Background: an optimization exercise with open tools, aiming at small area and a short achievable clock period. Do not read the settings as production practice. Where RTL was checked, it was by simulation tests only, not by an equivalence proof against the original. No functional check of the RTL was part of run 4.

## flow/config.mk

```make
export PLATFORM = sky130hd
export DESIGN_NAME = fp16MAC
export DESIGN_NICKNAME = fp16MAC
export VERILOG_FILES = /design/flow/design.v
export SDC_FILE = /design/flow/constraint.sdc
export NUM_CORES = 4
export LEC_CHECK = 0
export ABC_AREA = 1
export CAP_MARGIN = 20
export CORE_MARGIN = 2
export CORE_UTILIZATION = 55
export CTS_BUF_LIST = sky130_fd_sc_hd__clkbuf_8
export SLEW_MARGIN = 20
export SYNTH_HIERARCHICAL = 1
export TNS_END_PERCENT = 20
```

## flow/constraint.sdc

```tcl
create_clock -name core_clock -period 15.5 [get_ports {CLK}]
set_input_delay 3.1000 -clock core_clock [delete_from_list [all_inputs] [get_ports {CLK}]]
set_output_delay 3.1000 -clock core_clock [all_outputs]
set_load 0.01 [all_outputs]
```

## flow/design.v

```verilog
module fm_sk #(parameter N = 8) (a, b, cin, sum, cout);
	input  [N-1:0] a, b;
	input          cin;
	output [N-1:0] sum;
	output         cout;
	localparam L = (N >= 16) ? 5 : (N >= 8) ? 4 : (N >= 4) ? 3 : (N >= 2) ? 2 : 1;
	wire [N:0] g0 = {a & b, cin};
	wire [N:0] p0 = {a ^ b, 1'b0};
	wire [N:0] g [0:L];
	wire [N:0] p [0:L];
	assign g[0] = g0;
	assign p[0] = p0;
	genvar l, i;
	generate
		for (l = 0; l < L; l = l + 1) begin : lv
			for (i = 0; i <= N; i = i + 1) begin : bt
				if (((i >> l) & 1) == 1) begin : comb
					localparam integer J = ((i >> l) << l) - 1;
					assign g[l+1][i] = g[l][i] | (p[l][i] & g[l][J]);
					assign p[l+1][i] = p[l][i] & p[l][J];
				end else begin : pass
					assign g[l+1][i] = g[l][i];
					assign p[l+1][i] = p[l][i];
				end
			end
		end
	endgenerate
	assign sum  = p0[N:1] ^ g[L][N-1:0];
	assign cout = g[L][N];
endmodule
module fm_inc #(parameter N = 8) (a, inc, sum, cout);
	input  [N-1:0] a;
	input          inc;
	output [N-1:0] sum;
	output         cout;
	wire [N:0] c;
	assign c[0] = inc;
	genvar i;
	generate
		for (i = 1; i <= N; i = i + 1) begin : bt
			assign c[i] = inc & (&a[i-1:0]);
		end
	endgenerate
	assign sum  = a ^ c[N-1:0];
	assign cout = c[N];
endmodule
module fm_mul_pre(a, b, s, e, c);
	input  [15:0] a, b;
	output        s;
	output [4:0]  e;
	output [1:0]  c;
	wire za  = ~|a[14:0];
	wire zb  = ~|b[14:0];
	wire ia  = &a[14:10];
	wire ib  = &b[14:10];
	wire nan = (ia & |a[9:0]) | (ib & |b[9:0]);
	wire z   = za | zb;
	wire i   = ia | ib;
	assign s = a[15] ^ b[15];
	assign e = a[14:10] + b[14:10];
	assign c = (nan | (z & i)) ? 2'd3 : z ? 2'd0 : i ? 2'd2 : 2'd1;
endmodule
module fm_mul_prod(ma, mb, m, st);
	input  [9:0]  ma, mb;
	output [12:0] m;
	output        st;
	wire pp_0_0 = ma[0] & mb[0];
	wire pp_0_1 = ma[0] & mb[1];
	wire pp_0_2 = ma[0] & mb[2];
	wire pp_0_3 = ma[0] & mb[3];
	wire pp_0_4 = ma[0] & mb[4];
	wire pp_0_5 = ma[0] & mb[5];
	wire pp_0_6 = ma[0] & mb[6];
	wire pp_0_7 = ma[0] & mb[7];
	wire pp_0_8 = ma[0] & mb[8];
	wire pp_0_9 = ma[0] & mb[9];
	wire pp_1_0 = ma[1] & mb[0];
	wire pp_1_1 = ma[1] & mb[1];
	wire pp_1_2 = ma[1] & mb[2];
	wire pp_1_3 = ma[1] & mb[3];
	wire pp_1_4 = ma[1] & mb[4];
	wire pp_1_5 = ma[1] & mb[5];
	wire pp_1_6 = ma[1] & mb[6];
	wire pp_1_7 = ma[1] & mb[7];
	wire pp_1_8 = ma[1] & mb[8];
	wire pp_1_9 = ma[1] & mb[9];
	wire pp_2_0 = ma[2] & mb[0];
	wire pp_2_1 = ma[2] & mb[1];
	wire pp_2_2 = ma[2] & mb[2];
	wire pp_2_3 = ma[2] & mb[3];
	wire pp_2_4 = ma[2] & mb[4];
	wire pp_2_5 = ma[2] & mb[5];
	wire pp_2_6 = ma[2] & mb[6];
	wire pp_2_7 = ma[2] & mb[7];
	wire pp_2_8 = ma[2] & mb[8];
	wire pp_2_9 = ma[2] & mb[9];
	wire pp_3_0 = ma[3] & mb[0];
	wire pp_3_1 = ma[3] & mb[1];
	wire pp_3_2 = ma[3] & mb[2];
	wire pp_3_3 = ma[3] & mb[3];
	wire pp_3_4 = ma[3] & mb[4];
	wire pp_3_5 = ma[3] & mb[5];
	wire pp_3_6 = ma[3] & mb[6];
	wire pp_3_7 = ma[3] & mb[7];
	wire pp_3_8 = ma[3] & mb[8];
	wire pp_3_9 = ma[3] & mb[9];
	wire pp_4_0 = ma[4] & mb[0];
	wire pp_4_1 = ma[4] & mb[1];
	wire pp_4_2 = ma[4] & mb[2];
	wire pp_4_3 = ma[4] & mb[3];
	wire pp_4_4 = ma[4] & mb[4];
	wire pp_4_5 = ma[4] & mb[5];
	wire pp_4_6 = ma[4] & mb[6];
	wire pp_4_7 = ma[4] & mb[7];
	wire pp_4_8 = ma[4] & mb[8];
	wire pp_4_9 = ma[4] & mb[9];
	wire pp_5_0 = ma[5] & mb[0];
	wire pp_5_1 = ma[5] & mb[1];
	wire pp_5_2 = ma[5] & mb[2];
	wire pp_5_3 = ma[5] & mb[3];
	wire pp_5_4 = ma[5] & mb[4];
	wire pp_5_5 = ma[5] & mb[5];
	wire pp_5_6 = ma[5] & mb[6];
	wire pp_5_7 = ma[5] & mb[7];
	wire pp_5_8 = ma[5] & mb[8];
	wire pp_5_9 = ma[5] & mb[9];
	wire pp_6_0 = ma[6] & mb[0];
	wire pp_6_1 = ma[6] & mb[1];
	wire pp_6_2 = ma[6] & mb[2];
	wire pp_6_3 = ma[6] & mb[3];
	wire pp_6_4 = ma[6] & mb[4];
	wire pp_6_5 = ma[6] & mb[5];
	wire pp_6_6 = ma[6] & mb[6];
	wire pp_6_7 = ma[6] & mb[7];
	wire pp_6_8 = ma[6] & mb[8];
	wire pp_6_9 = ma[6] & mb[9];
	wire pp_7_0 = ma[7] & mb[0];
	wire pp_7_1 = ma[7] & mb[1];
	wire pp_7_2 = ma[7] & mb[2];
	wire pp_7_3 = ma[7] & mb[3];
	wire pp_7_4 = ma[7] & mb[4];
	wire pp_7_5 = ma[7] & mb[5];
	wire pp_7_6 = ma[7] & mb[6];
	wire pp_7_7 = ma[7] & mb[7];
	wire pp_7_8 = ma[7] & mb[8];
	wire pp_7_9 = ma[7] & mb[9];
	wire pp_8_0 = ma[8] & mb[0];
	wire pp_8_1 = ma[8] & mb[1];
	wire pp_8_2 = ma[8] & mb[2];
	wire pp_8_3 = ma[8] & mb[3];
	wire pp_8_4 = ma[8] & mb[4];
	wire pp_8_5 = ma[8] & mb[5];
	wire pp_8_6 = ma[8] & mb[6];
	wire pp_8_7 = ma[8] & mb[7];
	wire pp_8_8 = ma[8] & mb[8];
	wire pp_8_9 = ma[8] & mb[9];
	wire pp_9_0 = ma[9] & mb[0];
	wire pp_9_1 = ma[9] & mb[1];
	wire pp_9_2 = ma[9] & mb[2];
	wire pp_9_3 = ma[9] & mb[3];
	wire pp_9_4 = ma[9] & mb[4];
	wire pp_9_5 = ma[9] & mb[5];
	wire pp_9_6 = ma[9] & mb[6];
	wire pp_9_7 = ma[9] & mb[7];
	wire pp_9_8 = ma[9] & mb[8];
	wire pp_9_9 = ma[9] & mb[9];
	wire hs0 = pp_0_9 ^ pp_1_8;
	wire hc0 = pp_0_9 & pp_1_8;
	wire fs1 = ma[0] ^ pp_1_9 ^ pp_2_8;
	wire fc1 = (ma[0] & pp_1_9) | (ma[0] & pp_2_8) | (pp_1_9 & pp_2_8);
	wire hs2 = pp_3_7 ^ pp_4_6;
	wire hc2 = pp_3_7 & pp_4_6;
	wire fs3 = ma[1] ^ pp_2_9 ^ pp_3_8;
	wire fc3 = (ma[1] & pp_2_9) | (ma[1] & pp_3_8) | (pp_2_9 & pp_3_8);
	wire hs4 = pp_4_7 ^ pp_5_6;
	wire hc4 = pp_4_7 & pp_5_6;
	wire fs5 = ma[2] ^ pp_3_9 ^ pp_4_8;
	wire fc5 = (ma[2] & pp_3_9) | (ma[2] & pp_4_8) | (pp_3_9 & pp_4_8);
	wire hs6 = pp_0_6 ^ pp_1_5;
	wire hc6 = pp_0_6 & pp_1_5;
	wire fs7 = pp_0_7 ^ pp_1_6 ^ pp_2_5;
	wire fc7 = (pp_0_7 & pp_1_6) | (pp_0_7 & pp_2_5) | (pp_1_6 & pp_2_5);
	wire hs8 = pp_3_4 ^ pp_4_3;
	wire hc8 = pp_3_4 & pp_4_3;
	wire fs9 = pp_0_8 ^ pp_1_7 ^ pp_2_6;
	wire fc9 = (pp_0_8 & pp_1_7) | (pp_0_8 & pp_2_6) | (pp_1_7 & pp_2_6);
	wire fs10 = pp_3_5 ^ pp_4_4 ^ pp_5_3;
	wire fc10 = (pp_3_5 & pp_4_4) | (pp_3_5 & pp_5_3) | (pp_4_4 & pp_5_3);
	wire hs11 = pp_6_2 ^ pp_7_1;
	wire hc11 = pp_6_2 & pp_7_1;
	wire fs12 = hs0 ^ pp_2_7 ^ pp_3_6;
	wire fc12 = (hs0 & pp_2_7) | (hs0 & pp_3_6) | (pp_2_7 & pp_3_6);
	wire fs13 = pp_4_5 ^ pp_5_4 ^ pp_6_3;
	wire fc13 = (pp_4_5 & pp_5_4) | (pp_4_5 & pp_6_3) | (pp_5_4 & pp_6_3);
	wire fs14 = pp_7_2 ^ pp_8_1 ^ pp_9_0;
	wire fc14 = (pp_7_2 & pp_8_1) | (pp_7_2 & pp_9_0) | (pp_8_1 & pp_9_0);
	wire fs15 = hc0 ^ fs1 ^ hs2;
	wire fc15 = (hc0 & fs1) | (hc0 & hs2) | (fs1 & hs2);
	wire fs16 = pp_5_5 ^ pp_6_4 ^ pp_7_3;
	wire fc16 = (pp_5_5 & pp_6_4) | (pp_5_5 & pp_7_3) | (pp_6_4 & pp_7_3);
	wire fs17 = pp_8_2 ^ pp_9_1 ^ mb[0];
	wire fc17 = (pp_8_2 & pp_9_1) | (pp_8_2 & mb[0]) | (pp_9_1 & mb[0]);
	wire fs18 = fc1 ^ hc2 ^ fs3;
	wire fc18 = (fc1 & hc2) | (fc1 & fs3) | (hc2 & fs3);
	wire fs19 = hs4 ^ pp_6_5 ^ pp_7_4;
	wire fc19 = (hs4 & pp_6_5) | (hs4 & pp_7_4) | (pp_6_5 & pp_7_4);
	wire fs20 = pp_8_3 ^ pp_9_2 ^ mb[1];
	wire fc20 = (pp_8_3 & pp_9_2) | (pp_8_3 & mb[1]) | (pp_9_2 & mb[1]);
	wire fs21 = fc3 ^ hc4 ^ fs5;
	wire fc21 = (fc3 & hc4) | (fc3 & fs5) | (hc4 & fs5);
	wire fs22 = pp_5_7 ^ pp_6_6 ^ pp_7_5;
	wire fc22 = (pp_5_7 & pp_6_6) | (pp_5_7 & pp_7_5) | (pp_6_6 & pp_7_5);
	wire fs23 = pp_8_4 ^ pp_9_3 ^ mb[2];
	wire fc23 = (pp_8_4 & pp_9_3) | (pp_8_4 & mb[2]) | (pp_9_3 & mb[2]);
	wire fs24 = fc5 ^ ma[3] ^ pp_4_9;
	wire fc24 = (fc5 & ma[3]) | (fc5 & pp_4_9) | (ma[3] & pp_4_9);
	wire fs25 = pp_5_8 ^ pp_6_7 ^ pp_7_6;
	wire fc25 = (pp_5_8 & pp_6_7) | (pp_5_8 & pp_7_6) | (pp_6_7 & pp_7_6);
	wire fs26 = pp_8_5 ^ pp_9_4 ^ mb[3];
	wire fc26 = (pp_8_5 & pp_9_4) | (pp_8_5 & mb[3]) | (pp_9_4 & mb[3]);
	wire fs27 = ma[4] ^ pp_5_9 ^ pp_6_8;
	wire fc27 = (ma[4] & pp_5_9) | (ma[4] & pp_6_8) | (pp_5_9 & pp_6_8);
	wire fs28 = pp_7_7 ^ pp_8_6 ^ pp_9_5;
	wire fc28 = (pp_7_7 & pp_8_6) | (pp_7_7 & pp_9_5) | (pp_8_6 & pp_9_5);
	wire fs29 = ma[5] ^ pp_6_9 ^ pp_7_8;
	wire fc29 = (ma[5] & pp_6_9) | (ma[5] & pp_7_8) | (pp_6_9 & pp_7_8);
	wire hs30 = pp_0_4 ^ pp_1_3;
	wire hc30 = pp_0_4 & pp_1_3;
	wire fs31 = pp_0_5 ^ pp_1_4 ^ pp_2_3;
	wire fc31 = (pp_0_5 & pp_1_4) | (pp_0_5 & pp_2_3) | (pp_1_4 & pp_2_3);
	wire hs32 = pp_3_2 ^ pp_4_1;
	wire hc32 = pp_3_2 & pp_4_1;
	wire fs33 = hs6 ^ pp_2_4 ^ pp_3_3;
	wire fc33 = (hs6 & pp_2_4) | (hs6 & pp_3_3) | (pp_2_4 & pp_3_3);
	wire fs34 = pp_4_2 ^ pp_5_1 ^ pp_6_0;
	wire fc34 = (pp_4_2 & pp_5_1) | (pp_4_2 & pp_6_0) | (pp_5_1 & pp_6_0);
	wire fs35 = hc6 ^ fs7 ^ hs8;
	wire fc35 = (hc6 & fs7) | (hc6 & hs8) | (fs7 & hs8);
	wire fs36 = pp_5_2 ^ pp_6_1 ^ pp_7_0;
	wire fc36 = (pp_5_2 & pp_6_1) | (pp_5_2 & pp_7_0) | (pp_6_1 & pp_7_0);
	wire fs37 = fc7 ^ hc8 ^ fs9;
	wire fc37 = (fc7 & hc8) | (fc7 & fs9) | (hc8 & fs9);
	wire fs38 = fs10 ^ hs11 ^ pp_8_0;
	wire fc38 = (fs10 & hs11) | (fs10 & pp_8_0) | (hs11 & pp_8_0);
	wire fs39 = fc9 ^ fc10 ^ hc11;
	wire fc39 = (fc9 & fc10) | (fc9 & hc11) | (fc10 & hc11);
	wire fs40 = fs12 ^ fs13 ^ fs14;
	wire fc40 = (fs12 & fs13) | (fs12 & fs14) | (fs13 & fs14);
	wire fs41 = fc12 ^ fc13 ^ fc14;
	wire fc41 = (fc12 & fc13) | (fc12 & fc14) | (fc13 & fc14);
	wire fs42 = fs15 ^ fs16 ^ fs17;
	wire fc42 = (fs15 & fs16) | (fs15 & fs17) | (fs16 & fs17);
	wire fs43 = fc15 ^ fc16 ^ fc17;
	wire fc43 = (fc15 & fc16) | (fc15 & fc17) | (fc16 & fc17);
	wire fs44 = fs18 ^ fs19 ^ fs20;
	wire fc44 = (fs18 & fs19) | (fs18 & fs20) | (fs19 & fs20);
	wire fs45 = fc18 ^ fc19 ^ fc20;
	wire fc45 = (fc18 & fc19) | (fc18 & fc20) | (fc19 & fc20);
	wire fs46 = fs21 ^ fs22 ^ fs23;
	wire fc46 = (fs21 & fs22) | (fs21 & fs23) | (fs22 & fs23);
	wire fs47 = fc21 ^ fc22 ^ fc23;
	wire fc47 = (fc21 & fc22) | (fc21 & fc23) | (fc22 & fc23);
	wire fs48 = fs24 ^ fs25 ^ fs26;
	wire fc48 = (fs24 & fs25) | (fs24 & fs26) | (fs25 & fs26);
	wire fs49 = fc24 ^ fc25 ^ fc26;
	wire fc49 = (fc24 & fc25) | (fc24 & fc26) | (fc25 & fc26);
	wire fs50 = fs27 ^ fs28 ^ mb[4];
	wire fc50 = (fs27 & fs28) | (fs27 & mb[4]) | (fs28 & mb[4]);
	wire fs51 = fc27 ^ fc28 ^ fs29;
	wire fc51 = (fc27 & fc28) | (fc27 & fs29) | (fc28 & fs29);
	wire fs52 = pp_8_7 ^ pp_9_6 ^ mb[5];
	wire fc52 = (pp_8_7 & pp_9_6) | (pp_8_7 & mb[5]) | (pp_9_6 & mb[5]);
	wire fs53 = fc29 ^ ma[6] ^ pp_7_9;
	wire fc53 = (fc29 & ma[6]) | (fc29 & pp_7_9) | (ma[6] & pp_7_9);
	wire fs54 = pp_8_8 ^ pp_9_7 ^ mb[6];
	wire fc54 = (pp_8_8 & pp_9_7) | (pp_8_8 & mb[6]) | (pp_9_7 & mb[6]);
	wire fs55 = ma[7] ^ pp_8_9 ^ pp_9_8;
	wire fc55 = (ma[7] & pp_8_9) | (ma[7] & pp_9_8) | (pp_8_9 & pp_9_8);
	wire hs56 = pp_0_3 ^ pp_1_2;
	wire hc56 = pp_0_3 & pp_1_2;
	wire fs57 = hs30 ^ pp_2_2 ^ pp_3_1;
	wire fc57 = (hs30 & pp_2_2) | (hs30 & pp_3_1) | (pp_2_2 & pp_3_1);
	wire fs58 = hc30 ^ fs31 ^ hs32;
	wire fc58 = (hc30 & fs31) | (hc30 & hs32) | (fs31 & hs32);
	wire fs59 = fc31 ^ hc32 ^ fs33;
	wire fc59 = (fc31 & hc32) | (fc31 & fs33) | (hc32 & fs33);
	wire fs60 = fc33 ^ fc34 ^ fs35;
	wire fc60 = (fc33 & fc34) | (fc33 & fs35) | (fc34 & fs35);
	wire fs61 = fc35 ^ fc36 ^ fs37;
	wire fc61 = (fc35 & fc36) | (fc35 & fs37) | (fc36 & fs37);
	wire fs62 = fc37 ^ fc38 ^ fs39;
	wire fc62 = (fc37 & fc38) | (fc37 & fs39) | (fc38 & fs39);
	wire fs63 = fc39 ^ fc40 ^ fs41;
	wire fc63 = (fc39 & fc40) | (fc39 & fs41) | (fc40 & fs41);
	wire fs64 = fc41 ^ fc42 ^ fs43;
	wire fc64 = (fc41 & fc42) | (fc41 & fs43) | (fc42 & fs43);
	wire fs65 = fc43 ^ fc44 ^ fs45;
	wire fc65 = (fc43 & fc44) | (fc43 & fs45) | (fc44 & fs45);
	wire fs66 = fc45 ^ fc46 ^ fs47;
	wire fc66 = (fc45 & fc46) | (fc45 & fs47) | (fc46 & fs47);
	wire fs67 = fc47 ^ fc48 ^ fs49;
	wire fc67 = (fc47 & fc48) | (fc47 & fs49) | (fc48 & fs49);
	wire fs68 = fc49 ^ fc50 ^ fs51;
	wire fc68 = (fc49 & fc50) | (fc49 & fs51) | (fc50 & fs51);
	wire fs69 = fc51 ^ fc52 ^ fs53;
	wire fc69 = (fc51 & fc52) | (fc51 & fs53) | (fc52 & fs53);
	wire fs70 = fc53 ^ fc54 ^ fs55;
	wire fc70 = (fc53 & fc54) | (fc53 & fs55) | (fc54 & fs55);
	wire fs71 = fc55 ^ ma[8] ^ pp_9_9;
	wire fc71 = (fc55 & ma[8]) | (fc55 & pp_9_9) | (ma[8] & pp_9_9);
	wire hs72 = pp_0_2 ^ pp_1_1;
	wire hc72 = pp_0_2 & pp_1_1;
	wire fs73 = hs56 ^ pp_2_1 ^ pp_3_0;
	wire fc73 = (hs56 & pp_2_1) | (hs56 & pp_3_0) | (pp_2_1 & pp_3_0);
	wire fs74 = hc56 ^ fs57 ^ pp_4_0;
	wire fc74 = (hc56 & fs57) | (hc56 & pp_4_0) | (fs57 & pp_4_0);
	wire fs75 = fc57 ^ fs58 ^ pp_5_0;
	wire fc75 = (fc57 & fs58) | (fc57 & pp_5_0) | (fs58 & pp_5_0);
	wire fs76 = fc58 ^ fs59 ^ fs34;
	wire fc76 = (fc58 & fs59) | (fc58 & fs34) | (fs59 & fs34);
	wire fs77 = fc59 ^ fs60 ^ fs36;
	wire fc77 = (fc59 & fs60) | (fc59 & fs36) | (fs60 & fs36);
	wire fs78 = fc60 ^ fs61 ^ fs38;
	wire fc78 = (fc60 & fs61) | (fc60 & fs38) | (fs61 & fs38);
	wire fs79 = fc61 ^ fs62 ^ fs40;
	wire fc79 = (fc61 & fs62) | (fc61 & fs40) | (fs62 & fs40);
	wire fs80 = fc62 ^ fs63 ^ fs42;
	wire fc80 = (fc62 & fs63) | (fc62 & fs42) | (fs63 & fs42);
	wire fs81 = fc63 ^ fs64 ^ fs44;
	wire fc81 = (fc63 & fs64) | (fc63 & fs44) | (fs64 & fs44);
	wire fs82 = fc64 ^ fs65 ^ fs46;
	wire fc82 = (fc64 & fs65) | (fc64 & fs46) | (fs65 & fs46);
	wire fs83 = fc65 ^ fs66 ^ fs48;
	wire fc83 = (fc65 & fs66) | (fc65 & fs48) | (fs66 & fs48);
	wire fs84 = fc66 ^ fs67 ^ fs50;
	wire fc84 = (fc66 & fs67) | (fc66 & fs50) | (fs67 & fs50);
	wire fs85 = fc67 ^ fs68 ^ fs52;
	wire fc85 = (fc67 & fs68) | (fc67 & fs52) | (fs68 & fs52);
	wire fs86 = fc68 ^ fs69 ^ fs54;
	wire fc86 = (fc68 & fs69) | (fc68 & fs54) | (fs69 & fs54);
	wire fs87 = fc69 ^ fs70 ^ mb[7];
	wire fc87 = (fc69 & fs70) | (fc69 & mb[7]) | (fs70 & mb[7]);
	wire fs88 = fc70 ^ fs71 ^ mb[8];
	wire fc88 = (fc70 & fs71) | (fc70 & mb[8]) | (fs71 & mb[8]);
	wire fs89 = fc71 ^ ma[9] ^ mb[9];
	wire fc89 = (fc71 & ma[9]) | (fc71 & mb[9]) | (ma[9] & mb[9]);
	wire [21:0] ra = {1'b0, fc89, fc88, fc87, fc86, fc85, fc84, fc83, fc82, fc81, fc80, fc79, fc78, fc77, fc76, fc75, fc74, fc73, hc72, hs72, pp_0_1, pp_0_0};
	wire [21:0] rb = {1'b0, 1'b1, fs89, fs88, fs87, fs86, fs85, fs84, fs83, fs82, fs81, fs80, fs79, fs78, fs77, fs76, fs75, fs74, fs73, pp_2_0, pp_1_0, 1'b0};
	wire [21:0] p;
	wire        pc;
	fm_sk #(22) u_cpa(.a(ra), .b(rb), .cin(1'b0), .sum(p), .cout(pc));
	assign m  = p[21:9];
	assign st = |p[8:0];
endmodule
module fm_mul_round(s, e, c, m, st, p);
	input         s;
	input  [4:0]  e;
	input  [1:0]  c;
	input  [12:0] m;      
	input         st;     
	output [15:0] p;
	wire hi = m[12];
	wire r  = hi ? m[1] : m[0];
	wire g  = hi ? m[2] : m[1];
	wire sk = st | (hi & m[0]);
	wire up = r & (g | sk);
	wire [10:0] k  = hi ? m[12:2] : m[11:1];
	wire [11:0] kp = {1'b0, k} + up;
	wire        cy = hi | kp[11];
	wire [9:0]  f  = kp[11] ? kp[10:1] : kp[9:0];
	wire [4:0]  ex = e + {3'b100, cy, ~cy};         
	reg [14:0] mag;
	always @(*) begin
		case (c)
			2'd0: mag = 15'h0000;
			2'd1: mag = {ex, f};
			2'd2: mag = 15'h7c00;
			default: mag = 15'h7c01;
		endcase
	end
	assign p = {s, mag};
endmodule
module fm_add(A, B, Y);
	input  [15:0] A, B;
	output [15:0] Y;
	wire       sA = A[15], sB = B[15];
	wire [4:0] eA = A[14:10], eB = B[14:10];
	wire [9:0] mA = A[9:0],   mB = B[9:0];
	wire zA  = ~|eA;
	wire zB  = ~|eB;
	wire iA  = &eA;
	wire iB  = &eB;
	wire nan = (iA & |mA) | (iB & |mB);
	wire sub = sA ^ sB;
	wire [4:0] dab, dba;
	wire       cab, cba;
	fm_sk #(5) u_dab(.a(eA), .b(~eB), .cin(1'b1), .sum(dab), .cout(cab));    
	fm_sk #(5) u_dba(.a(eB), .b(~eA), .cin(1'b1), .sum(dba), .cout(cba));    
	wire [9:0] mdum;
	wire       cm;
	fm_sk #(10) u_mc(.a(mA), .b(~mB), .cin(1'b1), .sum(mdum), .cout(cm));    
	wire       d0   = cab & cba;
	wire       ge   = cab;                       
	wire       gm   = cab & (~cba | cm);         
	wire [4:0] d    = ge ? dab : dba;
	wire [4:0] emax = ge ? eA : eB;
	wire [10:0] Mbig = gm ? {1'b1, mA} : {1'b1, mB};
	wire [10:0] Msm  = gm ? {1'b1, mB} : {1'b1, mA};
	wire        sbig = gm ? sA : sB;
	wire [21:0] yal = {Msm, 11'b0} >> d;
	wire        st8 = |yal[8:0];
	wire        st9 = st8 | yal[9];
	wire        st10 = st9 | yal[10];
	wire [11:0] H;
	wire        Hc;
	fm_sk #(12) u_h(.a({1'b0, Mbig}), .b({12{sub}} ^ {1'b0, yal[21:11]}), .cin(sub & ~st10), .sum(H), .cout(Hc));
	wire        R10 = yal[10] ^ (sub & st9);
	wire        R9  = yal[9]  ^ (sub & st8);
	wire        n0 = H[11];
	wire        n1 = ~H[11] & H[10];
	wire        n2 = ~H[11] & ~H[10];
	wire [10:0] fk = ({11{n0}} & H[11:1]) | ({11{n1}} & H[10:0]) | ({11{n2}} & {H[9:0], R10});
	wire        fr = (n0 & H[0]) | (n1 & R10) | (n2 & R9);
	wire        fg = (n0 & H[1]) | (n1 & H[0]) | (n2 & R10);
	wire        fs = (n0 & st10) | (n1 & st9) | (n2 & st8);
	wire        fup = fr & (fg | fs);
	wire [10:0] fkp;
	wire        fov;
	fm_inc #(11) u_fi(.a(fk), .inc(fup), .sum(fkp), .cout(fov));
	wire [4:0]  emp1, emp2, emm1;
	wire        dc0, dc1, dc2;
	fm_inc #(5) u_e1(.a(emax), .inc(1'b1), .sum(emp1), .cout(dc0));
	fm_inc #(5) u_e2(.a(emp1), .inc(1'b1), .sum(emp2), .cout(dc1));
	fm_sk  #(5) u_e3(.a(emax), .b(5'b11111), .cin(1'b0), .sum(emm1), .cout(dc2));
	wire [4:0]  fe = n0 ? (fov ? emp2 : emp1) :
	                 n1 ? (fov ? emp1 : emax) :
	                      (fov ? emax : emm1);
	wire [14:0] far_mag = {fe, fkp[9:0]};
	wire [11:0] T = {H[10:0], R10};
	reg [3:0] lz;
	always @(*) begin
		casez (T[10:0])
			11'b1??????????: lz = 4'd0;
			11'b01?????????: lz = 4'd1;
			11'b001????????: lz = 4'd2;
			11'b0001???????: lz = 4'd3;
			11'b00001??????: lz = 4'd4;
			11'b000001?????: lz = 4'd5;
			11'b0000001????: lz = 4'd6;
			11'b00000001???: lz = 4'd7;
			11'b000000001??: lz = 4'd8;
			default:         lz = 4'd9;
		endcase
	end
	wire [10:0] V  = T[10:0] << lz;
	wire [4:0]  en;
	wire        enc;
	fm_sk #(5) u_en(.a(emax), .b(~{1'b0, lz}), .cin(1'b0), .sum(en), .cout(enc));    
	wire        nv = V[10];
	wire [15:0] near_res = nv ? {sbig, en, V[9:0]} : {6'b0, V[9:0]};
	wire        near_sel = sub & (d0 | ((d == 5'd1) & ~T[11]));
	wire [15:0] normal = near_sel ? near_res : {sbig, far_mag};
	assign Y = nan ? 16'h7c01 :
	           zA  ? B :
	           zB  ? A :
	           (iA | iB) ? (sub ? 16'h7c01 : {sA, 15'h7c00}) :
	           normal;
endmodule
module fp16MAC(a, b, acc, CLK, RESETn);
	input [15:0] a, b;
	input CLK, RESETn;
	output reg [15:0] acc;
	wire        pre_s;
	wire [4:0]  pre_e;
	wire [1:0]  pre_c;
	fm_mul_pre u_pre(.a(a), .b(b), .s(pre_s), .e(pre_e), .c(pre_c));
	reg        in_s;
	reg [1:0]  in_c;
	reg [4:0]  in_e;
	reg [9:0]  in_ma, in_mb;
	wire [12:0] mul_m;
	wire        mul_st;
	fm_mul_prod u_prod(.ma(in_ma), .mb(in_mb), .m(mul_m), .st(mul_st));
	reg        md_s;
	reg [1:0]  md_c;
	reg [4:0]  md_e;
	reg [12:0] md_m;
	reg        md_st;
	wire [15:0] prod_w;
	fm_mul_round u_rnd(.s(md_s), .e(md_e), .c(md_c), .m(md_m), .st(md_st), .p(prod_w));
	reg [15:0] prod;
	wire [15:0] sum_w;
	fm_add u_add(.A(acc), .B(prod), .Y(sum_w));
	always @(posedge CLK, negedge RESETn) begin
		if (!RESETn) begin
			in_s <= 1'b0;
			in_c <= 2'd0;
			md_s <= 1'b0;
			md_c <= 2'd0;
			prod <= 16'd0;
			acc  <= 16'd0;
		end else begin
			in_s <= pre_s;
			in_c <= pre_c;
			md_s <= in_s;
			md_c <= in_c;
			prod <= prod_w;
			acc  <= sum_w;
		end
	end
	always @(posedge CLK) begin
		in_e  <= pre_e;
		in_ma <= a[9:0];
		in_mb <= b[9:0];
		md_e  <= in_e;
		md_m  <= mul_m;
		md_st <= mul_st;
	end
endmodule
```

## flow/flow/run.sh

```bash
#!/bin/bash
set -euo pipefail
cp config.mk own_config.mk
echo 'export BUFFER_PORTS_ARGS = -buffer_cell sky130_fd_sc_hd__buf_1' >> own_config.mk
sed -E -e "s#SYNTH_SCRIPT=[^ ]+#SYNTH_SCRIPT=$PWD/flow/own_synth.tcl SETUP_SLACK_MARGIN=9.8 ABC_LOAD_IN_FF=10#" \
       -e "s#DESIGN_CONFIG=[^ ]+#DESIGN_CONFIG=$PWD/own_config.mk#" standard.sh > own_standard.sh
grep -q "SYNTH_SCRIPT=$PWD/flow/own_synth.tcl" own_standard.sh
grep -q "DESIGN_CONFIG=$PWD/own_config.mk" own_standard.sh
bash own_standard.sh > standard.log 2>&1
```

## flow/flow/abc_area.script

```
strash
dch
amap
topo
stime -c
buffer -c
upsize -c
dnsize -c
```

## flow/flow/abc_fast.script

```
strash
balance
rewrite
refactor
balance
rewrite -z
refactor -z
balance
rewrite -z
refactor -z
balance
dch
map -B 0.9
topo
stime -c
buffer -c
upsize -c
dnsize -c
```

## flow/flow/own_synth.tcl

```tcl
set own_dir [file dirname [file normalize [info script]]]
proc synth {args} {
  if {[lsearch -exact $args "fine:"] >= 0} {
    yosys synth -nofsm -noshare -noabc {*}$args
  } else {
    yosys synth -nofsm -noshare {*}$args
  }
}
proc extract_fa {args} { yosys extract_fa {*}$args fm_mul_prod }
proc keep_hierarchy {args} {
  foreach m {fm_add fm_mul_prod fm_mul_round} { yosys setattr -mod -set keep_hierarchy 1 $m }
}
proc abc {args} {
  global own_dir
  set i [expr {[lsearch -exact $args -script] + 1}]
  yosys abc {*}[lreplace $args $i $i $own_dir/abc_fast.script] fm_add
  yosys abc {*}[lreplace $args $i $i $own_dir/abc_area.script] fm_mul_prod fm_mul_round fp16MAC
}
source $::env(SCRIPTS_DIR)/synth.tcl
# left out here: clear keep_hierarchy, flatten, clean up, hide names made inside functions, write 1_2_yosys.v
```

## flow/standard.sh

```bash
#!/bin/bash
# synth_recipe.tcl (not shown) runs the flow's synth.tcl, then flattens the netlist and writes it again
# the make line also repeats each setting of config.mk as NAME=value (left out here)
make -C /OpenROAD-flow-scripts/flow DESIGN_CONFIG=/design/flow/config.mk WORK_HOME=/design/flow/orfs CLKGATE_MAP_FILE= SYNTH_SCRIPT=/design/flow/synth_recipe.tcl "${@:-finish}"
```

==> results of run 1 <==
-- registers in the layout, indices dropped and copies added (netlist names) --
register,flops
md_s,1
prod,16
in_mb,10
md_st,1
in_e,5
md_e,5
in_ma,10
in_s,1
md_m,13
md_c,2
acc,16
in_c,2
-- worst paths after layout --
path / startpoint / to / slack [ns] / depth (start not counted)
worst min-delay path: in_e[4]$_DFF_P_ / md_e[4]$_DFF_P_ / 0.33 / 0
worst max register to register: in_mb[8]$_DFF_P_ / md_m[7]$_DFF_P_ / 10.20 / 17
worst min register to register: in_e[4]$_DFF_P_ / md_e[4]$_DFF_P_ / 0.33 / 0
worst max-delay path: in_mb[8]$_DFF_P_ / md_m[7]$_DFF_P_ / 10.20 / 17
min in group asynchronous: RESETn / acc[14]$_DFF_PN0_ / 2.87 / 1
max in group asynchronous: RESETn / acc[11]$_DFF_PN0_ / 11.98 / 1
-- worst max-delay path, delay by kind of cell (launching register included) --
kind | cells | cell delay (ns)
buffers and inverters | 2 | 0.44
DFF | 1 | 0.37
and+or+nand+nor | 4 | 0.61
AOI/OAI and AO/OA | 4 | 0.62
adders and majority gates | 7 | 3.14
-- cell type report --
| class | instances | area [µm²] |
|---|---|---|
| Timing Repair Buffer | 59 | 260 |
| Clock inverter | 7 | 72.6 |
| Fill cell | 1742 | 7290 |
| Multi-Input combinational cell | 1146 | 7370 |
| Inverter | 156 | 597 |
| Sequential cell | 82 | 1840 |
| Tap cell | 229 | 287 |
| Clock buffer | 9 | 124 |
-- modules after synthesis, one instance, submodules excluded --
module        area, µm²  flops+latches
fm_mul_round        445              0
fp16MAC            2120             82
fm_add             4300              0
fm_mul_prod        3060              0
-- cell families (layout without fill, tap and decap cells) --
family	after synthesis	count (layout)	synth area share, %
AND/OR/NAND/NOR	795	798	36.0
AO/OA/AOI/OAI	218	218	14.0
buffers and inverters	202	231	9.21
adder cells (fa/ha/maj)	112	112	20.5
flip-flops	82	82	18.5
XOR/XNOR	18	18	1.85
-- repair_timing --
action	in CTS	in global routing
setup endpoints to repair	11	16
hold endpoints to repair	0	0
setup buffers	0	9
pin swaps	0	6
gates cloned	0	3
gates resized for setup	3	47
-- placed cells by master, fill, tap and decap left out, drive strengths merged, types with 3 or more instances in the layout --
cell    synthesis  routed
nand2         379     382
nor2          213     213
nand3         143     143
inv           131     133
o21ai          86      86
fa             84      84
a21oi          66      66
buf            39      58
dfxtp          44      44
dfrtp          38      38
ha             28      28
clkinv         25      28
nor3           17      17
xor2           16      16
nand4          14      14
or2            13      13
o211ai         10      10
clkbuf          7      10
o22ai           8       8
a211oi          8       8
a31oi           6       6
nand3b          5       5
nor4            5       5
o31ai           5       5
o21bai          4       4
a21o            3       3
a22o            3       3
o41ai           3       3
-- layer usage --
| metal | part of all wire [%] | vias to the layer above |
|---|---|---|
| li1 | - | 4717 |
| met1 | 42 | 4405 |
| met2 | 50 | 263 |
| met3 | 4.2 | 65 |
| met4 | 3.2 | 0 |
| met5 | 0 | - |
==> impl_metrics.py, run 1 <==
metrics = {
    "yosys": {
        "synth_area_per_cell_um2": 6.96,
        "syn_area_um2": 9930,
        "synthCells": 1427,
        "netlist_top_cells_count": "350 x nand2_1, 196 x nor2_1, 134 x nand3_1, 104 x inv_1, 84 x fa_1",
        "netlist.area_leader.share_pct": 16.9,
        "async_flop_share_pct": 46.3,
        "synthTopCellsByArea": "fa_1 17%, nand2_1 13%, dfrtp_1 9.6%, dfxtp_1 8.9%, nor2_1 7.4%",
        "synth_edf_count": 0,
        "seq_area_frac_synth_pct": 18.5,
        "synth_nets": 1573,
        "synth_most_common_cell": "nand2_1",
        "synth_cell_types": 72,
        "ys_ff_latch": 82,
        "yosys.area.top_type": "fa_1",
        "synth-main-ff-cell": "dfxtp_1",
        "yosysWarnings": 13,
    },
    "worst_hold_path": {
        "hold_path.class": "reg2reg",
    },
    "timing": {
        "setup-tns-final_ns": 0,
        "grt_setup_unrepaired": "no",
        "slew_viol_final": 0,
        "setup_violations": 0,
        "skew_ns": 0.00932,
        "max_freq_mhz": 189,
        "setup_slack_ns": 10.20,
        "maxSlewHeadroom_pct": 36.3,
        "tightest_slew_ns": 0.955,
        "period_needed_ns": 5.30,
        "hold_viol": 0,
        "finalCritPeriodShare_pct": 34.2,
        "whs_ns": 0.334,
    },
    "global_routing": {
        "grt_start_max_net_pins": 39,
        "gr-usage-met3_pct": 3.26,
        "grt_pass1_vias": 8995,
        "grt_pass1_wl_mm": 45.5,
        "grt_overflow": 0,
        "grtUsageTotal_pct": 29.2,
        "antenna_found_initial": 0,
        "grtUsageMet1_pct": 36.7,
        "met2_usage_pct": 52.6,
        "gr-max-usage-layer": "met2",
    },
    "worst_setup_path": {
        "required_ns": 15.76,
        "path_cells": "clkinv_1, nor2_1, fa_1, fa_1, fa_1, fa_1, fa_1, ha_1, a21oi_1, nor2_1, nor3_1, o32ai_2, a41oi_4, inv_1, fa_1, nor2_1, a21oi_1",
        "cp.arrival_ns": 5.56,
        "path_class": "reg2reg",
        "cp-start-kind": "flop",
        "critPathCaptureType": "flop",
        "slowest_delay_ns": 0.54,
        "cpMostUsedCell": "fa_1",
        "crit_path_max_fanout": 10,
        "critPathSlowestCell": "fa_1",
    },
    "detailed_routing": {
        "finalWirelength_mm": 27.9,
        "post_drt_wl_per_cell_um": 16.6,
        "ant_nets": 0,
        "vias_per_cell": 5.60,
        "initialDrtViolationCount": 749,
        "drt_pre_antenna_iters": 5,
        "dr_total_vias": 9450,
        "drcViolationCount": 0,
    },
    "clocking": {
        "cts_tree": "built",
        "htreeDepth": 3,
        "clkSinkCount": 82,
        "cts_max_path_buffers": 2,
        "clk_latency_ns": 0.37,
        "ctsRootBufferMaster": "clkbuf_8",
        "ctsHoldBuffers": 0,
        "clk_pin_slew_ns": 0.09,
        "cts_made_buffers": 9,
    },
    "place": {
        "place_hpwl_mm": 22.3,
        "dp_slack_ns": 9.58,
        "port_buffers": 49,
        "dp_cells": 1660,
        "placed_cell_area_um2": 10100,
        "place.gp.congestion": 0.947,
    },
    "floorplanning": {
        "fp.dieW_um": 138,
        "ios": 50,
        "core_area_um2": 17800,
        "row_count": 49,
        "die_h_um": 138,
        "start_util_pct": 55.6,
        "dieArea_um2": 19100,
    },
    "finish": {
        "finalNetCount": 1600,
        "fin_area_um2": 10600,
        "fin_util_pct": 59.2,
        "stdcell_count": 1688,
        "area_delta_synth_final_pct": 6.33,
        "drive_above_1_share_pct": 12.4,
        "diodes": 0,
    },
    "job": {
        "max_cap_viol_count": 0,
    },
    "status": {
        "outcome": "complete, no violations",
    },
}
==> inputs of run 2 (changes only) <==
--- a/flow/config.mk
+++ b/flow/config.mk
@@ -14,2 +14,2 @@
 export SYNTH_HIERARCHICAL = 1
-export TNS_END_PERCENT = 20
+export TNS_END_PERCENT = 50
==> run 2 against run 1 <==
Against the previous run: final area unchanged; via count is the same; still clean on timing, DRC and antenna; sequential share of layout area unchanged; count of clock-buffer cells in the layout did not move; utilization unchanged; largest cell class unchanged; fmax stayed put; cell count unchanged; register-to-register slack hardly changed; critical endpoint unchanged; die area did not move; routed wire length did not move.
==> impl_metrics.py, run 2 <==
metrics = {
    "clocking": {
        "clk_pin_slew_ns": 0.09,
        "clk_latency_ns": 0.37,
        "ctsHoldBuffers": 0,
        "cts_tree": "built",
        "htreeDepth": 3,
        "ctsRootBufferMaster": "clkbuf_8",
        "cts_max_path_buffers": 2,
        "cts_made_buffers": 9,
        "clkSinkCount": 82,
    },
    "worst_setup_path": {
        "cp.arrival_ns": 5.56,
        "path_cells": "clkinv_1, nor2_1, fa_1, fa_1, fa_1, fa_1, fa_1, ha_1, a21oi_1, nor2_1, nor3_1, o32ai_2, a41oi_4, inv_1, fa_1, nor2_1, a21oi_1",
        "slowest_delay_ns": 0.54,
        "required_ns": 15.76,
        "path_buf_inv": 2,
        "cpMostUsedCell": "fa_1",
        "critical_path.top_delay_family": "adder cells",
        "crit_path_max_fanout": 10,
        "r2r_slack_ns": 10.20,
        "cp-start-kind": "flop",
        "critPathSlowestCell": "fa_1",
        "critPathCaptureType": "flop",
        "path_class": "reg2reg",
    },
    "timing": {
        "tightest_slew_ns": 0.955,
        "skew_ns": 0.00932,
        "whs_ns": 0.334,
        "finalCritPeriodShare_pct": 34.2,
        "grt_setup_unrepaired": "no",
        "period_needed_ns": 5.30,
        "hold_viol": 0,
        "setup-tns-final_ns": 0,
        "max_freq_mhz": 189,
        "setup_violations": 0,
        "slew_viol_final": 0,
        "maxSlewHeadroom_pct": 36.3,
    },
    "yosys": {
        "synthSimpleGateAreaFrac_pct": 36.0,
        "synthCells": 1427,
        "synth_area_per_cell_um2": 6.96,
        "yosysWarnings": 13,
        "synth-main-ff-cell": "dfxtp_1",
        "synth_cell_types": 72,
        "synth_mux_area_share_pct": 0,
        "synth_top_family_by_area": "simple AND/OR/NAND/NOR gates",
        "ys_ff_latch": 82,
        "synthTopCellsByArea": "fa_1 17%, nand2_1 13%, dfrtp_1 9.6%, dfxtp_1 8.9%, nor2_1 7.4%",
        "async_flop_share_pct": 46.3,
        "seq_area_frac_synth_pct": 18.5,
        "synth_xor_area_share_pct": 1.85,
        "netlist.area_leader.share_pct": 16.9,
        "synth_nets": 1573,
        "synth_fa_ha_area_share_pct": 20.5,
        "netlist_top_cells_count": "350 x nand2_1, 196 x nor2_1, 134 x nand3_1, 104 x inv_1, 84 x fa_1",
        "yosys.area.top_type": "fa_1",
        "synth_compound_area_share_pct": 14.0,
        "synth_most_common_cell": "nand2_1",
        "synth_edf_count": 0,
        "syn_area_um2": 9930,
    },
    "floorplanning": {
        "start_util_pct": 55.6,
        "core_area_um2": 17800,
        "row_count": 49,
        "dieArea_um2": 19100,
        "die_h_um": 138,
        "fp.dieW_um": 138,
        "ios": 50,
    },
    "place": {
        "place.gp.congestion": 0.947,
        "port_buffers": 49,
        "place_hpwl_mm": 22.3,
    },
    "finish": {
        "top_regs": "acc: 16 flops, prod: 16 flops, md_m: 13 flops",
        "num-fill-cells": 1742,
        "drive_above_1_share_pct": 12.4,
        "area_delta_synth_final_pct": 6.33,
        "layout_common_cells": "339 x nand2_1, 195 x nor2_1, 131 x nand3_1",
        "diodes": 0,
        "final_common_cell": "nand2_1",
        "finalNetCount": 1600,
    },
    "detailed_routing": {
        "drt_pre_antenna_iters": 5,
        "post_drt_wl_per_cell_um": 16.6,
        "dr_total_vias": 9450,
        "initialDrtViolationCount": 749,
        "ant_nets": 0,
        "finalWirelength_mm": 27.9,
        "vias_per_cell": 5.60,
        "drcViolationCount": 0,
    },
    "global_routing": {
        "grt_overflow": 0,
        "grtUsageTotal_pct": 29.2,
        "grt_pass1_vias": 8995,
        "grt_pass1_wl_mm": 45.5,
        "antenna_found_initial": 0,
        "grt_start_max_net_pins": 39,
    },
    "status": {
        "outcome": "complete, no violations",
    },
    "job": {
        "max_cap_viol_count": 0,
    },
    "worst_hold_path": {
        "hold_path.class": "reg2reg",
    },
}
## run 2: layout make-up
| class | instances | area [µm²] | area share, % |
|---|---|---|---|
| multi-input combinational | 1146 | 7370 | 69.8 |
| timing repair buffer | 59 | 260 | 2.47 |
| sequential | 82 | 1840 | 17.5 |
| tap | 229 | 287 | 2.71 |
| clock buffer | 9 | 124 | 1.17 |
| inverter | 156 | 597 | 5.65 |
| clock inverter | 7 | 72.6 | 0.688 |
## run 2: routing by layer
| layer | track usage, % | vias up | part of all wire [%] |
|---|---|---|---|
| met5 | 0 | - | 0 |
| met1 | 36.7 | 4405 | 42 |
| met2 | 52.6 | 263 | 50 |
| li1 | - | 4717 | - |
| met4 | 9.40 | 0 | 3.2 |
| met3 | 3.26 | 65 | 4.2 |
## run 2: worst paths after layout
kind | depth (start not counted) | startpoint | endpoint
max | 17 | in_mb[8]$_DFF_P_ | md_m[7]$_DFF_P_
min | 0 | in_e[4]$_DFF_P_ | md_e[4]$_DFF_P_
max reg2reg | 17 | in_mb[8]$_DFF_P_ | md_m[7]$_DFF_P_
min reg2reg | 0 | in_e[4]$_DFF_P_ | md_e[4]$_DFF_P_
max in group asynchronous | 1 | RESETn | acc[11]$_DFF_PN0_
min in group asynchronous | 1 | RESETn | acc[14]$_DFF_PN0_
## run 2: worst register-to-register path, delay by kind of cell (launching register included)
family | cells | cell delay, ns
fa+ha+maj | 7 | 3.15
flops | 1 | 0.37
compound gates | 4 | 0.62
buf+inv | 2 | 0.44
simple gates | 4 | 0.61
## run 2: kinds of logic after synthesis
| group | Yosys count |
|---|---|
| AO/OA/AOI/OAI | 218 |
| XOR/XNOR | 18 |
| adder cells (fa/ha/maj) | 112 |
| buffers and inverters | 202 |
| flip-flops | 82 |
| AND/OR/NAND/NOR | 795 |
## run 2: modules after synthesis, one instance, submodules excluded
module,cell area [µm²],flip-flops and latches,cells inside,copies in the design
fp16MAC,2120,82,139,1
fm_mul_round,445,0,79,1
fm_mul_prod,3060,0,327,1
fm_add,4300,0,882,1
## run 2: through the flow
stage / setup slack [ns] / instance area (µm²) / cells / util (%)
2_1_floorplan: 10.54 / 9930 / 1427 / -
3_3_place_gp: 9.60 / 10100 / 1660 / 56.5
3_5_place_dp: 9.58 / 10100 / 1660 / 56.5
4_1_cts: 9.88 / 10300 / 1676 / 57.6
5_1_grt: 9.78 / 10600 / 1688 / 59.2
6_report: 10.20 / 10600 / 1688 / 59.2
## run 2: what timing repair did
action,CTS,global route
endpoints found under the setup margin,11,16
buffers inserted,0,9
pin swaps,0,6
gates cloned,0,3
gates resized for setup,3,47
==> inputs of run 3 (changes only) <==
--- a/flow/flow/run.sh
+++ b/flow/flow/run.sh
@@ -1,2 +1,13 @@
 #!/bin/bash
+# Own flow: the standard layout (standard.sh, unchanged ORFS scripts)
+# with three changes:
+#  - its own synthesis script, flow/own_synth.tcl (see there);
+#  - repair_timing aims for 9.8 ns of setup slack (SETUP_SLACK_MARGIN),
+#    i.e. it sizes the critical paths for about a 5.7 ns clock, while the
+#    design is still laid out and signed off at the design's period;
+#  - the ports are buffered with buf_1 cells instead of the larger delay
+#    buffers buffer_ports picks by default (every port is still buffered).
+# Floorplan, power grid, placement, clock tree and routing are otherwise the
+# standard flow's.  Each make step writes its full log under orfs/logs/; the
+# make output itself goes to standard.log here.
 set -euo pipefail
--- a/flow/config.mk
+++ b/flow/config.mk
@@ -14,2 +14 @@
 export SYNTH_HIERARCHICAL = 1
-export TNS_END_PERCENT = 50
==> run 3 against run 2 <==
Against the previous run: still clean; first-iteration DRC count stayed put; die area is the same; routed wire length stayed put; clock skew stayed put; flip-flop and latch count unchanged; hold slack did not move; synthesized area unchanged; critical path depth is the same; global-route usage did not move; highest routed layer unchanged.
==> impl_metrics.py, run 3 <==
metrics = {
    "place": {
        "port_buffers": 49,
        "dp_slack_ns": 9.58,
        "place.gp.congestion": 0.947,
        "place_hpwl_mm": 22.3,
    },
    "worst_hold_path": {
        "hold_path.class": "reg2reg",
    },
    "floorplanning": {
        "fp.dieW_um": 138,
        "core_area_um2": 17800,
        "dieArea_um2": 19100,
        "row_count": 49,
        "die_h_um": 138,
        "ios": 50,
        "start_util_pct": 55.6,
    },
    "timing": {
        "grt_setup_unrepaired": "no",
        "hold_viol": 0,
        "period_needed_ns": 5.30,
        "setup_violations": 0,
        "setup-tns-final_ns": 0,
        "finalCritPeriodShare_pct": 34.2,
        "slew_viol_final": 0,
        "skew_ns": 0.00932,
        "max_freq_mhz": 189,
        "maxSlewHeadroom_pct": 36.3,
        "tightest_slew_ns": 0.955,
        "setup_slack_ns": 10.20,
    },
    "global_routing": {
        "grt_pass1_vias": 8995,
        "antenna_found_initial": 0,
        "grt_start_max_net_pins": 39,
        "grt_overflow": 0,
        "grtUsageTotal_pct": 29.2,
        "grt_pass1_wl_mm": 45.5,
    },
    "detailed_routing": {
        "vias_per_cell": 5.60,
        "ant_nets": 0,
        "drt_pre_antenna_iters": 5,
        "post_drt_wl_per_cell_um": 16.6,
        "initialDrtViolationCount": 749,
        "drcViolationCount": 0,
        "finalWirelength_mm": 27.9,
        "dr_total_vias": 9450,
    },
    "yosys": {
        "syn_area_um2": 9930,
        "netlist.area_leader.share_pct": 16.9,
        "yosysWarnings": 13,
        "synth-main-ff-cell": "dfxtp_1",
        "synth_edf_count": 0,
        "synth_nets": 1573,
        "yosys.area.top_type": "fa_1",
        "synth_area_per_cell_um2": 6.96,
        "synth_cell_types": 72,
        "synthTopCellsByArea": "fa_1 17%, nand2_1 13%, dfrtp_1 9.6%, dfxtp_1 8.9%, nor2_1 7.4%",
        "seq_area_frac_synth_pct": 18.5,
        "ys_ff_latch": 82,
        "netlist_top_cells_count": "350 x nand2_1, 196 x nor2_1, 134 x nand3_1, 104 x inv_1, 84 x fa_1",
        "async_flop_share_pct": 46.3,
        "synth_most_common_cell": "nand2_1",
        "synthCells": 1427,
    },
    "clocking": {
        "clk_pin_slew_ns": 0.09,
        "ctsRootBufferMaster": "clkbuf_8",
        "clkSinkCount": 82,
        "cts_max_path_buffers": 2,
        "cts_tree": "built",
        "ctsHoldBuffers": 0,
        "clk_latency_ns": 0.37,
        "htreeDepth": 3,
        "cts_made_buffers": 9,
    },
    "finish": {
        "finalNetCount": 1600,
        "layout_common_cells": "339 x nand2_1, 195 x nor2_1, 131 x nand3_1",
        "drive_above_1_share_pct": 12.4,
        "top_regs": "acc: 16 flops, prod: 16 flops, md_m: 13 flops",
        "final_common_cell": "nand2_1",
        "area_delta_synth_final_pct": 6.33,
        "diodes": 0,
    },
    "worst_setup_path": {
        "required_ns": 15.76,
        "path_class": "reg2reg",
        "cp-start-kind": "flop",
        "critPathCaptureType": "flop",
        "crit_path_max_fanout": 10,
        "cp.arrival_ns": 5.56,
    },
    "job": {
        "max_cap_viol_count": 0,
    },
    "status": {
        "outcome": "complete, no violations",
    },
}
## run 3: critical path, cell delays in order (launching register included)
cell and delay, ns:
dfxtp_1 0.37, clkinv_1 0.33, nor2_1 0.24, fa_1 0.45, fa_1 0.50, fa_1 0.46
fa_1 0.54, fa_1 0.41, ha_1 0.33, a21oi_1 0.18, nor2_1 0.09, nor3_1 0.18
o32ai_2 0.12, a41oi_4 0.28, inv_1 0.11, fa_1 0.45, nor2_1 0.10, a21oi_1 0.04
## run 3: Yosys stat by module, one instance, submodules excluded
module        copies in the design  cells inside
fm_mul_round                     1            79
fp16MAC                          1           139
fm_add                           1           882
fm_mul_prod                      1           327
## run 3: cells by family (layout without fill, tap and decap cells)
| kind of cell | Yosys count | count (layout) | share of synthesized area [%] |
|---|---|---|---|
| AND/OR/NAND/NOR | 795 | 798 | 36.0 |
| XOR/XNOR | 18 | 18 | 1.85 |
| AO/OA/AOI/OAI | 218 | 218 | 14.0 |
| buffers and inverters | 202 | 231 | 9.21 |
| flip-flops | 82 | 82 | 18.5 |
| adder cells (fa/ha/maj) | 112 | 112 | 20.5 |
## run 3: timing repair
| item | 4_1_cts | 5_1_grt |
|---|---|---|
| gates resized for setup | 3 | 47 |
| buffers inserted | 0 | 9 |
| pin swaps | 0 | 6 |
| cloned | 0 | 3 |
| endpoints found under the setup margin | 11 | 16 |
## run 3: worst paths after layout
check                                  from                 to  slack [ns]  depth (start not counted)
max                        in_mb[8]$_DFF_P_    md_m[7]$_DFF_P_       10.20                         17
min                         in_e[4]$_DFF_P_    md_e[4]$_DFF_P_        0.33                          0
max reg2reg                in_mb[8]$_DFF_P_    md_m[7]$_DFF_P_       10.20                         17
min reg2reg                 in_e[4]$_DFF_P_    md_e[4]$_DFF_P_        0.33                          0
max in group asynchronous            RESETn  acc[11]$_DFF_PN0_       11.98                          1
min in group asynchronous            RESETn  acc[14]$_DFF_PN0_        2.87                          1
## run 3: cell type report
| type | instances | area [µm²] |
|---|---|---|
| multi-input combinational | 1146 | 7370 |
| fill | 1742 | 7290 |
| sequential | 82 | 1840 |
| inverter | 156 | 597 |
| tap | 229 | 287 |
| timing repair buffer | 59 | 260 |
| clock buffer | 9 | 124 |
| clock inverter | 7 | 72.6 |
## run 3: per-stage QoR
step | cells | hold WS (ns) | cell area, µm² | util (%)
3_5_place_dp | 1660 | 0.313 | 10100 | 56.5
5_1_grt | 1688 | 0.342 | 10600 | 59.2
3_3_place_gp | 1660 | 0.312 | 10100 | 56.5
6_report | 1688 | 0.334 | 10600 | 59.2
4_1_cts | 1676 | 0.336 | 10300 | 57.6
2_1_floorplan | 1427 | 0.310 | 9930 | -
## run 3: metal layers
metal | global-route usage [%] | routed length, µm | vias up
met5 | 0 | 0 | -
met4 | 9.40 | 903 | 0
met3 | 3.26 | 1190 | 65
met2 | 52.6 | 14000 | 263
met1 | 36.7 | 11800 | 4405
li1 | - | - | 4717
==> inputs of run 4 (changes only) <==
--- a/flow/design.v
+++ b/flow/design.v
@@ -460,3 +460,3 @@
 	wire [15:0] near_res = nv ? {sbig, en, V[9:0]} : {6'b0, V[9:0]};
-	wire        near_sel = sub & (d0 | ((d == 5'd1) & ~T[11]));
+	wire near_sel = 1'b0;  
 	wire [15:0] normal = near_sel ? near_res : {sbig, far_mag};
==> run 4 against run 3 <==
Against the previous run: critical endpoint unchanged; utilization is 0.50 points lower; critical path type unchanged; first-iteration DRC count decreased by 17%; die area decreased by 5.0%; highest routed layer unchanged.
==> impl_metrics.py, run 4 <==
metrics = {
    "timing": {
        "maxSlewHeadroom_pct": 35.3,
        "hold_viol": 0,
        "setup_violations": 0,
        "setup-tns-final_ns": 0,
        "slew_viol_final": 0,
        "period_needed_ns": 5.26,
        "grt_setup_unrepaired": "no",
        "setup_slack_ns": 10.24,
        "finalCritPeriodShare_pct": 33.9,
        "max_freq_mhz": 190,
        "skew_ns": 0.0121,
        "tightest_slew_ns": 0.967,
    },
    "floorplanning": {
        "core_area_um2": 16600,
        "ios": 50,
        "fp.dieW_um": 135,
        "start_util_pct": 56.6,
        "die_h_um": 135,
        "dieArea_um2": 18200,
        "row_count": 47,
    },
    "yosys": {
        "synthSimpleGateAreaFrac_pct": 34.4,
        "syn_area_um2": 9420,
        "synth_top_family_by_area": "simple AND/OR/NAND/NOR gates",
        "yosys.area.top_type": "fa_1",
        "synth_edf_count": 0,
        "seq_area_frac_synth_pct": 19.5,
        "synthTopCellsByArea": "fa_1 18%, nand2_1 11%, dfrtp_1 10%, dfxtp_1 9.4%, nor2_1 7.1%",
        "netlist_top_cells_count": "274 x nand2_1, 177 x nor2_1, 132 x nand3_1, 105 x inv_1, 84 x fa_1",
        "synth_most_common_cell": "nand2_1",
        "yosysWarnings": 13,
        "synth_area_per_cell_um2": 7.36,
        "synthCells": 1280,
        "synth_nets": 1426,
        "ys_ff_latch": 82,
        "synth_cell_types": 75,
        "synth_mux_area_share_pct": 0,
        "synth_fa_ha_area_share_pct": 21.6,
        "synth_compound_area_share_pct": 12.8,
        "async_flop_share_pct": 46.3,
        "synth_xor_area_share_pct": 2.26,
        "synth-main-ff-cell": "dfxtp_1",
        "netlist.area_leader.share_pct": 17.9,
    },
    "worst_setup_path": {
        "cpMostUsedCell": "fa_1",
        "cp.arrival_ns": 5.50,
        "critical_path.top_delay_family": "adder cells",
        "path_class": "reg2reg",
        "slowest_delay_ns": 0.53,
        "path_cells": "clkinv_1, nor2_1, fa_1, fa_1, fa_1, fa_1, fa_1, ha_1, a21oi_1, nor2_1, nor3_1, o32ai_2, a41oi_4, inv_1, fa_1, nor2_1, a21oi_1",
        "r2r_slack_ns": 10.24,
        "critPathSlowestCell": "fa_1",
        "required_ns": 15.75,
        "critPathCaptureType": "flop",
        "crit_path_max_fanout": 10,
        "critical_path.startpoint": "in_ma[2]$_DFF_P_",
        "cp-start-kind": "flop",
        "path_buf_inv": 2,
        "reg2reg_from": "in_ma[2]$_DFF_P_",
    },
    "clocking": {
        "ctsRootBufferMaster": "clkbuf_8",
        "cts_made_buffers": 9,
        "htreeDepth": 3,
        "ctsHoldBuffers": 0,
        "cts_max_path_buffers": 2,
        "cts_tree": "built",
        "clk_pin_slew_ns": 0.09,
        "clk_latency_ns": 0.36,
        "clkSinkCount": 82,
    },
    "finish": {
        "drive_above_1_share_pct": 10.5,
        "final_common_cell": "nand2_1",
        "fin_util_pct": 58.7,
        "finalNetCount": 1447,
        "top_regs": "acc: 16 flops, prod: 16 flops, md_m: 13 flops",
        "num-fill-cells": 1616,
        "area_delta_synth_final_pct": 3.68,
        "diodes": 0,
        "stdcell_count": 1526,
        "layout_common_cells": "273 x nand2_1, 177 x nor2_1, 132 x nand3_1",
    },
    "detailed_routing": {
        "drt_pre_antenna_iters": 5,
        "ant_nets": 0,
        "dr_total_vias": 8411,
        "post_drt_wl_per_cell_um": 15.2,
        "finalWirelength_mm": 23.2,
        "vias_per_cell": 5.51,
        "initialDrtViolationCount": 624,
        "drcViolationCount": 0,
    },
    "status": {
        "outcome": "complete, no violations",
    },
    "place": {
        "place_hpwl_mm": 19.1,
        "dp_cells": 1510,
        "dp_slack_ns": 10.23,
        "port_buffers": 49,
        "place.gp.congestion": 0.938,
    },
    "global_routing": {
        "grt_start_max_net_pins": 39,
        "grt_pass1_vias": 8130,
        "grt_overflow": 0,
        "grtUsageTotal_pct": 27.2,
        "antenna_found_initial": 0,
        "grt_pass1_wl_mm": 39.7,
    },
    "job": {
        "max_cap_viol_count": 0,
    },
    "worst_hold_path": {
        "min_from": "in_e[3]$_DFF_P_",
        "hold_path.class": "reg2reg",
    },
}
run 4: changes by cell type in the layout (fill, tap and decap cells not counted), sizes merged, moves of 3 or more:
cell,previous run,this run
a21oi,66,69
a31oi,6,3
and2,0,3
buf,58,49
inv,133,124
nand2,382,318
nand3b,5,0
nor2,213,190
nor3,17,14
o211ai,10,3
o21ai,86,56
or2,13,9
xnor2,2,7
xor2,16,13
run 4: metrics by stage:
stage | instance area [µm²] | hold WS (ns)
floorplan | 9420 | 0.310
global placement | 9540 | 0.311
detailed placement | 9540 | 0.314
CTS | 9750 | 0.336
global route | 9760 | 0.349
finish | 9760 | 0.332
run 4: cell type report:
cell class              instances  area (µm²)  share of cell area [%]
repair buffers                 50         193                    1.97
clock buffers                   9         124                    1.27
multi-input cells            1013        6700                    68.7
inverters                     145         553                    5.67
flip-flops and latches         82        1830                    18.8
clock inverters                 7        82.6                   0.846
well taps                     220         275                    2.82
run 4: what timing repair did:
item                       CTS  global route
hold endpoints to repair     0             0
setup buffers                0             0
gates resized for setup      0             2
setup endpoints to repair    0             4
run 4: layer usage:
| layer | wire (µm) | track usage, % | up-vias |
|---|---|---|---|
| met1 | 11400 | 41.4 | 3930 |
| li1 | - | - | 4205 |
| met5 | 0 | 0 | - |
| met2 | 10200 | 41.3 | 253 |
| met4 | 312 | 6.43 | 0 |
| met3 | 1350 | 3.42 | 23 |
run 4: cells by family (layout without fill, tap and decap cells):
family,count (synthesis),after routing
fa+ha+maj,112,112
simple gates,702,702
flops,82,82
compound gates,179,179
buf+inv,185,211
xor+xnor,20,20
run 4: modules after synthesis, one instance, submodules excluded:
module	cell area, µm²	copies in the design
fm_add	3760	1
fp16MAC	2120	1
fm_mul_round	479	1
fm_mul_prod	3060	1
run 4: path summary, 6_finish.rpt:
kind,end,cells after the start
worst max-delay path,md_m[7]$_DFF_P_,17
worst min-delay path,md_e[3]$_DFF_P_,0
worst max register to register,md_m[7]$_DFF_P_,17
worst min register to register,md_e[3]$_DFF_P_,0
max in group asynchronous,prod[1]$_DFF_PN0_,1
min in group asynchronous,in_s$_DFF_PN0_,1

-- static timing again, ports no longer ideal --
The results above use ideal ports. As a check the final layouts listed here were re-extracted and re-timed, cells and wires unchanged. Step 1: set_driving_cell puts a clkbuf_16 on CLK and a buf_2 on each other input, an assumption about the parent block. Step 2 also shifts input and output timing later by t, the mid clock arrival at the registers, as if the neighbouring blocks saw the same clock. a / b / c = no drivers / after step 1 / after step 2; a / b = the first two.
run	t, ns	slack for setup (ns)	worst setup path after step 2	slew at the worst register clock pin (ns)
run 1	0.400	10.199 / 10.199 / 10.199	register to register	0.10 / 0.10
run 2	0.400	10.199 / 10.199 / 10.199	register to register	0.10 / 0.10
run 3	0.400	10.199 / 10.199 / 10.199	register to register	0.10 / 0.10
run 4	0.388	10.242 / 10.242 / 10.242	register to register	0.10 / 0.10
After both steps every run listed still meets setup and hold.
